Background: an optimization exercise with open tools, aiming at small area. Do not read the settings as production practice. The RTL of this run was laid out without a check of its function. No activity file was given, so power comes from the tool's default toggle rates.

File: flow/config.mk
export PLATFORM = sky130hd
export DESIGN_NAME = turbosound
export DESIGN_NICKNAME = turbosound
export VERILOG_FILES = /design/flow/design.v
export SDC_FILE = /design/flow/constraint.sdc
export NUM_CORES = 4
export LEC_CHECK = 0
export ABC_AREA = 1
export CAP_MARGIN = 20
export CORE_MARGIN = 2
export CORE_UTILIZATION = 60
export SLEW_MARGIN = 20
File: flow/constraint.sdc
create_clock -name core_clock -period 10.0 [get_ports {clk}]
set_input_delay 2.0000 -clock core_clock [delete_from_list [all_inputs] [get_ports {clk}]]
set_output_delay 2.0000 -clock core_clock [all_outputs]
set_load 0.01 [all_outputs]
File: flow/design.v
`timescale 1ns / 1ps
`default_nettype none
module ay_period_counter #(parameter W = 12) (
  input wire clk,
  input wire rst_n,        
  input wire tick,
  input wire [W-1:0] period,
  output wire wrap
  );
  reg [W-1:0] cnt;
  reg [W:0] ge;            
  reg [W:0] cy;            
  reg [W-1:0] nxt;
  integer i;
  always @* begin
    ge[0] = 1'b1;
    cy[0] = tick;
    for (i = 0; i < W; i = i + 1) begin
      ge[i+1] = (cnt[i] & ~period[i]) | ((cnt[i] | ~period[i]) & ge[i]);
      cy[i+1] = cy[i] & cnt[i];
      nxt[i]  = cnt[i] ^ cy[i];
    end
  end
  assign wrap = tick & ge[W];
  wire clr = ~rst_n | wrap;
  always @(posedge clk)
    cnt <= clr ? {{(W-1){1'b0}}, 1'b1} : nxt;
endmodule
module ay_3_8192 (
  input wire clk,
  input wire clken,
  input wire rst_n,
  input wire a8,
  input wire bdir,
  input wire bc1,
  input wire [7:0] din,
  input wire [7:0] din_z,      
  output reg [7:0] dout,       
  output wire rd_ok,           
  output wire midi,            
  output wire [7:0] channel_a,
  output wire [7:0] channel_b,
  output wire [7:0] channel_c
  );
  reg [3:0] ra;
  reg ra_ok;
  wire latch = a8 & bdir & bc1;
  always @(posedge clk)
    if (~rst_n | latch) begin
      ra    <= din_z[3:0];
      ra_ok <= ~rst_n | (din[7:4] == 4'b0000);
    end
  wire wr = a8 & bdir & ~bc1 & ra_ok;
  assign rd_ok = ~bdir & bc1 & ra_ok;
  wire [15:0] we;
  genvar g;
  generate
    for (g = 0; g < 16; g = g + 1) begin : dec
      assign we[g] = ~rst_n | (wr & (ra == g));
    end
  endgenerate
  reg [11:0] period_a, period_b, period_c;
  reg [4:0] noise_period;
  reg [7:0] enable_chan;
  reg [4:0] vol_a, vol_b, vol_c;    
  reg [15:0] envelope_period;
  reg [3:0] envelope_shape;
  reg [7:0] reg_port_a, reg_port_b;
  always @(posedge clk) begin
    if (we[0])  period_a[7:0]         <= din_z;
    if (we[1])  period_a[11:8]        <= din_z[3:0];
    if (we[2])  period_b[7:0]         <= din_z;
    if (we[3])  period_b[11:8]        <= din_z[3:0];
    if (we[4])  period_c[7:0]         <= din_z;
    if (we[5])  period_c[11:8]        <= din_z[3:0];
    if (we[6])  noise_period          <= din_z[4:0];
    if (we[7])  enable_chan           <= din | {8{~rst_n}};
    if (we[8])  vol_a                 <= din_z[4:0];
    if (we[9])  vol_b                 <= din_z[4:0];
    if (we[10]) vol_c                 <= din_z[4:0];
    if (we[11]) envelope_period[7:0]  <= din_z;
    if (we[12]) envelope_period[15:8] <= din_z;
    if (we[13]) envelope_shape        <= din_z[3:0];
    if (we[14]) reg_port_a            <= din_z;
    if (we[15]) reg_port_b            <= din_z;
  end
  assign midi = reg_port_a[2];
  always @* begin
    case (ra)
      4'd0 : dout = period_a[7:0];
      4'd1 : dout = {4'b0000, period_a[11:8]};
      4'd2 : dout = period_b[7:0];
      4'd3 : dout = {4'b0000, period_b[11:8]};
      4'd4 : dout = period_c[7:0];
      4'd5 : dout = {4'b0000, period_c[11:8]};
      4'd6 : dout = {3'b000, noise_period};
      4'd7 : dout = enable_chan;
      4'd8 : dout = {3'b000, vol_a};
      4'd9 : dout = {3'b000, vol_b};
      4'd10: dout = {3'b000, vol_c};
      4'd11: dout = envelope_period[7:0];
      4'd12: dout = envelope_period[15:8];
      4'd13: dout = {4'b0000, envelope_shape};
      4'd14: dout = reg_port_a & {8{enable_chan[6]}};
      default: dout = reg_port_b | {8{~enable_chan[7]}};
    endcase
  end
  reg [3:0] presc;
  always @(posedge clk)
    presc <= {4{rst_n}} & (presc + {3'b000, clken});
  wire tick     = clken & (presc[2:0] == 3'b000);
  wire tick_env = tick & ~presc[3];
  wire wrap_a, wrap_b, wrap_c, wrap_n;
  ay_period_counter #(12) cnt_a (.clk(clk), .rst_n(rst_n), .tick(tick), .period(period_a), .wrap(wrap_a));
  ay_period_counter #(12) cnt_b (.clk(clk), .rst_n(rst_n), .tick(tick), .period(period_b), .wrap(wrap_b));
  ay_period_counter #(12) cnt_c (.clk(clk), .rst_n(rst_n), .tick(tick), .period(period_c), .wrap(wrap_c));
  ay_period_counter #(5)  cnt_n (.clk(clk), .rst_n(rst_n), .tick(tick), .period(noise_period), .wrap(wrap_n));
  reg tone_a, tone_b, tone_c, tone_noise;
  reg [16:0] noise_shiftreg;
  always @(posedge clk) begin
    tone_a     <= rst_n & (tone_a ^ wrap_a);
    tone_b     <= rst_n & (tone_b ^ wrap_b);
    tone_c     <= rst_n & (tone_c ^ wrap_c);
    tone_noise <= rst_n & (tone_noise ^ (wrap_n & noise_shiftreg[0]));
    if (~rst_n | wrap_n)
      noise_shiftreg <= rst_n ? {noise_shiftreg[0] ^ noise_shiftreg[3], noise_shiftreg[16:1]} : 17'h00001;
  end
  wire tone_noise_a = (tone_a | enable_chan[0]) & (tone_noise | enable_chan[3]);
  wire tone_noise_b = (tone_b | enable_chan[1]) & (tone_noise | enable_chan[4]);
  wire tone_noise_c = (tone_c | enable_chan[2]) & (tone_noise | enable_chan[5]);
  wire env_rst_n = rst_n & ~(wr & (ra == 4'd13));
  wire wrap_e;
  ay_period_counter #(16) cnt_e (.clk(clk), .rst_n(env_rst_n), .tick(tick_env), .period(envelope_period), .wrap(wrap_e));
  reg [4:0] env_seq;
  reg env_first;
  always @(posedge clk) begin
    if (~env_rst_n | wrap_e)
      env_seq <= {5{env_rst_n}} & (env_seq + 5'd1);
    env_first <= ~env_rst_n | (env_first & ~(wrap_e & (env_seq[3:0] == 4'b1111) & ~env_seq[4]));
  end
  wire cont   = envelope_shape[3];
  wire attack = envelope_shape[2];
  wire altern = envelope_shape[1];
  wire hold   = envelope_shape[0];
  reg [3:0] envelope;
  always @* begin
    if (env_first)
      envelope = env_seq[3:0] ^ {4{~attack}};
    else if (~cont)
      envelope = 4'b0000;
    else if (hold)
      envelope = {4{attack ^ altern}};
    else
      envelope = env_seq[3:0] ^ {4{~attack ^ (altern & env_seq[4])}};
  end
  reg [3:0] lin_a, lin_b, lin_c;      
  reg [3:0] lvl_a, lvl_b, lvl_c;      
  always @(posedge clk) begin
    if (clken) begin
      lin_a <= (vol_a[4] ? envelope : vol_a[3:0]) & {4{tone_noise_a}};
      lin_b <= (vol_b[4] ? envelope : vol_b[3:0]) & {4{tone_noise_b}};
      lin_c <= (vol_c[4] ? envelope : vol_c[3:0]) & {4{tone_noise_c}};
      lvl_a <= lin_a;
      lvl_b <= lin_b;
      lvl_c <= lin_c;
    end
  end
  localparam [127:0] lin2log = {8'd255, 8'd208, 8'd166, 8'd130,
                                8'd98,  8'd77,  8'd55,  8'd34,
                                8'd29,  8'd18,  8'd13,  8'd9,
                                8'd6,   8'd4,   8'd3,   8'd0};
  assign channel_a = lin2log[lvl_a*8 +: 8];
  assign channel_b = lin2log[lvl_b*8 +: 8];
  assign channel_c = lin2log[lvl_c*8 +: 8];
endmodule
`timescale 1ns / 1ps
`default_nettype none
module turbosound (
    input wire clk,
    input wire clk35en,
    input wire clk175en,
    input wire reset_n,
    input wire disable_ay,
    input wire disable_turboay,
    input wire bdir,
    input wire bc1,
    input wire [7:0] din,
    output reg [7:0] dout,
    output reg oe,
    output reg midi_out,
    output wire [23:0] audio_out_ay1_splitted,
    output wire [23:0] audio_out_ay2_splitted
    );
  reg ay_select;
  wire sel_en = ~reset_n | (~disable_ay & ~disable_turboay & bdir & bc1 & (&din[7:1]));
  always @(posedge clk)
    if (sel_en)
      ay_select <= ~reset_n | din[0];
  wire [7:0] din_z = din & {8{reset_n}};
  wire rd_ok1, rd_ok2;
  wire [7:0] dout_ay1, dout_ay2;
  wire midi1, midi2;
  always @* begin
    if (ay_select == 1'b0) begin
      midi_out = midi2;
      dout = dout_ay2;
      oe = ~disable_ay & ~disable_turboay & rd_ok2;
    end
    else begin
      midi_out = midi1;
      dout = dout_ay1;
      oe = ~disable_ay & rd_ok1;
    end
  end
  ay_3_8192 ay1 (
    .clk(clk),
    .clken(~disable_ay & clk175en),
    .rst_n(reset_n),
    .a8(ay_select),
    .bdir(bdir),
    .bc1(bc1),
    .din(din),
    .din_z(din_z),
    .dout(dout_ay1),
    .rd_ok(rd_ok1),
    .midi(midi1),
    .channel_a(audio_out_ay1_splitted[23:16]),
    .channel_b(audio_out_ay1_splitted[15:8]),
    .channel_c(audio_out_ay1_splitted[7:0])
  );
  ay_3_8192 ay2 (
    .clk(clk),
    .clken(~disable_ay & ~disable_turboay & clk175en),
    .rst_n(reset_n),
    .a8(~ay_select),
    .bdir(bdir),
    .bc1(bc1),
    .din(din),
    .din_z(din_z),
    .dout(dout_ay2),
    .rd_ok(rd_ok2),
    .midi(midi2),
    .channel_a(audio_out_ay2_splitted[23:16]),
    .channel_b(audio_out_ay2_splitted[15:8]),
    .channel_c(audio_out_ay2_splitted[7:0])
  );
endmodule
File: flow/flow/run.sh
#!/bin/bash
# Standard ORFS layout (the standard.sh, unchanged synthesis) with two changes:
#  - clock tree: no dummy loads, larger sink clusters, clkbuf_8 buffers
#  - port buffers: buf_1 instead of the default choice
set -euo pipefail
export CTS_ARGS="-sink_clustering_enable -repair_clock_nets -dont_use_dummy_load -sink_clustering_size 15 -sink_clustering_max_diameter 80 -buf_list sky130_fd_sc_hd__clkbuf_8"
export BUFFER_PORTS_ARGS="-buffer_cell sky130_fd_sc_hd__buf_1"
bash standard.sh > standard.log 2>&1
File: flow/standard.sh
#!/bin/bash
# synth_recipe.tcl (not shown) runs the flow's synth.tcl, then flattens the netlist and writes it again
# the make line also repeats each setting of config.mk as NAME=value (left out here)
make -C /OpenROAD-flow-scripts/flow DESIGN_CONFIG=/design/flow/config.mk WORK_HOME=/design/flow/orfs CLKGATE_MAP_FILE= SYNTH_SCRIPT=/design/flow/synth_recipe.tcl "${@:-finish}"
==> flow_metrics.env <==
export IMPL_synth_edf_count=303
export IMPL_row_count=67
export IMPL_hold_viol_final=0
export IMPL_die_h_um=188.3
export IMPL_grt_max_degree=69
export IMPL_routed_wl_um=45380
export IMPL_critPathKind="input pin to flop"
export IMPL_cp_required_ns=10.45
export IMPL_maxUsedRoutingLayer="met4"
export IMPL_core_area_mm2=0.03353
export IMPL_syn2layout_area_growth_pct=6.205
export IMPL_die_x_um=188.3
export IMPL_synthesis_instances=2086
export IMPL_relSlewSlack=0.2446
export IMPL_max_clock_freq_ghz=0.1650
export IMPL_layout_common_cells="inv_1, nand2_1, edfxtp_1, nor2_1, dfxtp_1"
export IMPL_route_met3_wl_um=3568
export IMPL_p_leak_uw=0.009457
export IMPL_cts_hold_buffers_added=0
export IMPL_hp_class="flop to flop"
export IMPL_dp_slack_ns=3.335
export IMPL_syn_avg_cell_area_um2=9.774
export IMPL_cts_buffer_depth=3
export IMPL_die_area_mm2=0.03547
export IMPL_ir_worst_vdd_mv=0.1273
export IMPL_synth_area_mm2=0.02039
export IMPL_start_kind="input pin"
export IMPL_synth_seq_cells=435
export IMPL_drive_gt1_frac=0.03867
export IMPL_clockRootBuffer="clkbuf_8"
export IMPL_p_per_area_mw_per_mm2=148.9
export IMPL_synth_warnings=5
export IMPL_setup_slack_ns=3.938
export IMPL_drt_iter0_markers=1217
export IMPL_vias_per_cell=5.462
export IMPL_post_cts_setup_buffer_count=0
export IMPL_clock_sinks=435
export IMPL_io_buffers=72
export IMPL_clk_latency_ns=0.58
export IMPL_start_util=0.6080
export IMPL_final_nets=2320
export IMPL_clock_skew_ns=0.04471
export IMPL_worstReg2RegStart="ay2.presc[2]"
export IMPL_finalSetupViolCount=0
export IMPL_grt_first_pass_wirelength_um=71640
export IMPL_cts_htree_levels=2
export IMPL_worstSetupEndpointType="flop"
export IMPL_m1WireLength_um=20320
export IMPL_rsz0062_at_grt="no"
export IMPL_drtAntennaViolNets=0
export IMPL_cts_made_buffers=35
export IMPL_outcome="complete, no violations"
export IMPL_arrival_ns=6.51
export IMPL_syn_nets=2232
export IMPL_place_congestion=0.9375
export IMPL_final_common_cell="inv_1"
export IMPL_async_flop_share=0
export IMPL_groute_usage_overall=0.2600
export IMPL_grt_antenna_before_repair=2
export IMPL_ys_flop_type="edfxtp_1"
export IMPL_num_vias=14320
export IMPL_dp_hpwl_um=32790
export IMPL_period_share=0.6062
export IMPL_cp_startpoint="disable_ay"
export IMPL_cts_resized=0
export IMPL_ys_seq_area_frac=0.5759
export IMPL_wl_met2_um=20540
export IMPL_wl_per_cell_um=17.31
export IMPL_maxSlewViolCount=0
export IMPL_tightestPinTransition_ns=1.121
export IMPL_cts_clk_slew_worst_paths_ns=0.10
export IMPL_first_pass_iters=6
export IMPL_fin_crit_ns=6.062
export IMPL_drc=0
export IMPL_io_pins=74
export IMPL_tns_ns=0
export IMPL_hp_start="ay1.lin_c[3]"
export IMPL_ys_types=53
export IMPL_holdWs_ns=0.4231
export IMPL_maxCapViolCount=0
export IMPL_crit_fanout=26
export IMPL_grt_pass1_vias=13620
export IMPL_cts_tree="done"
export IMPL_overflow=0
==> stage by stage <==
stage	power, uW	util	std cells	instance area, um^2
floorplan	2286	-	2086	20390
global placement	2388	0.6309	2585	21160
detailed placement	2399	0.6309	2585	21160
CTS	3239	0.6453	2620	21640
global route	3345	0.6457	2621	21650
finish	3224	0.6457	2622	21650
==> registers in the layout, summed over array words and instances, names as in the netlist, 16 cells and up <==
register             flops
ay1.cnt_e.cnt           16
ay1.envelope_period     16
ay1.noise_shiftreg      17
ay2.cnt_e.cnt           16
ay2.envelope_period     16
ay2.noise_shiftreg      17
==> layer usage <==
layer,global-route usage,vias up
met5,0,-
li1,-,7073
met2,0.4164,495
met1,0.3686,6680
met4,0.06821,0
met3,0.04749,73
==> cells by family after synthesis <==
family	count (synthesis)	share of synthesized area
simple gates	656	0.1306
buf+inv	482	0.09052
xor+xnor	31	0.01332
fa+ha+maj	133	0.08144
flops	435	0.5759
compound gates	349	0.1083
==> synthesized netlist by cell type, types with 2 or more instances <==
master / count / area, um^2
maj3_2: 3 / 33.78
ha_1: 130 / 1627
a2111oi_0: 6 / 52.55
nor3_1: 6 / 30.03
nand3_1: 42 / 210.2
a22oi_1: 6 / 45.04
inv_1: 449 / 1685
a311oi_1: 2 / 17.52
nand2_1: 337 / 1265
nand4_1: 8 / 50.05
edfxtp_1: 303 / 9099
a22o_1: 11 / 96.34
o21ai_0: 106 / 530.5
or2_2: 24 / 150.1
buf_2: 8 / 40.04
o21bai_1: 4 / 30.03
xnor2_1: 23 / 201.4
a221oi_1: 20 / 175.2
and2_1: 2 / 12.51
o211ai_1: 29 / 217.7
clkbuf_1: 15 / 56.30
nand3b_1: 6 / 45.04
a21oi_1: 55 / 275.3
xor2_1: 8 / 70.07
a221o_1: 2 / 20.02
buf_6: 3 / 33.78
dfxtp_1: 132 / 2643
o221ai_1: 9 / 78.83
a31oi_1: 4 / 25.02
o2111ai_1: 6 / 52.55
o22ai_1: 65 / 406.6
o31ai_1: 8 / 60.06
a211oi_1: 3 / 22.52
buf_1: 5 / 18.77
nor4_1: 4 / 25.02
o21ai_1: 4 / 20.02
nor2_1: 220 / 825.8
nand2_2: 3 / 18.77
==> critical path, cell delays in order <==
cell and delay (ns):
buf_1 0.20, nor3_2 0.07, buf_4 0.24, and2_1 0.42, inv_1 0.24, nor2_1 0.10, ha_1 0.22, ha_1 0.21
ha_1 0.19, ha_1 0.19, ha_1 0.20, ha_1 0.19, ha_1 0.20, ha_1 0.20, ha_1 0.19, ha_1 0.20
ha_1 0.20, ha_1 0.21, ha_1 0.20, ha_1 0.22, ha_1 0.21, xnor2_1 0.14, nor2_1 0.06
==> report_power, final <==
part	switching (uW)	internal [uW]
clock network	546	316
logic	206	87.5
registers	52.1	2020
==> area by class of cell <==
cell class              instances  area, um^2
diodes                          2       5.005
clock buffers                  35       481.7
fillers                      2835       11880
inverters                     450        1689
multi-input cells            1169        6819
flip-flops and latches        435       11740
well taps                     448       560.5
repair buffers                 83       356.6
==> worst paths after layout <==
path / depth (start not counted) / end / slack [ns]
max: 23 / ay2.cnt_e.cnt[15] / 3.94
min: 0 / ay1.lvl_c[3] / 0.42
max reg2reg: 21 / ay2.cnt_e.cnt[15] / 5.44
min reg2reg: 0 / ay1.lvl_c[3] / 0.42

==> separate check: timing with driven ports <==
The results above use ideal ports. As a check the final layout listed here was re-extracted and re-timed, cells and wires unchanged.
Step 1 (the two cells are an assumption about what drives the block):
set clk [get_ports {clk}]
set_driving_cell -lib_cell sky130_fd_sc_hd__clkbuf_16 $clk
set_driving_cell -lib_cell sky130_fd_sc_hd__buf_2 [delete_from_list [all_inputs] $clk]
Step 2 adds t to the input delays and takes it off the output delays; t is the mean of the earliest and latest rising clock arrival at the registers after step 1. Input paths then give back, and output paths get back, about the clock's delay inside the block.
Slacks: no drivers / after step 1 / after step 2; pairs: no drivers / after step 1.
t, ns: 0.610
setup slack, ns: 3.938 / 3.963 / 3.353
hold WS [ns]: 0.423 / 0.423 / 0.423
worst slew at a driven data input, ns: 0.12
pins driven straight from the clock port: 1
After both steps this run still meets setup and hold. The setup slack of this run moves by +0.025 ns with the drivers and by -0.585 ns with both steps.
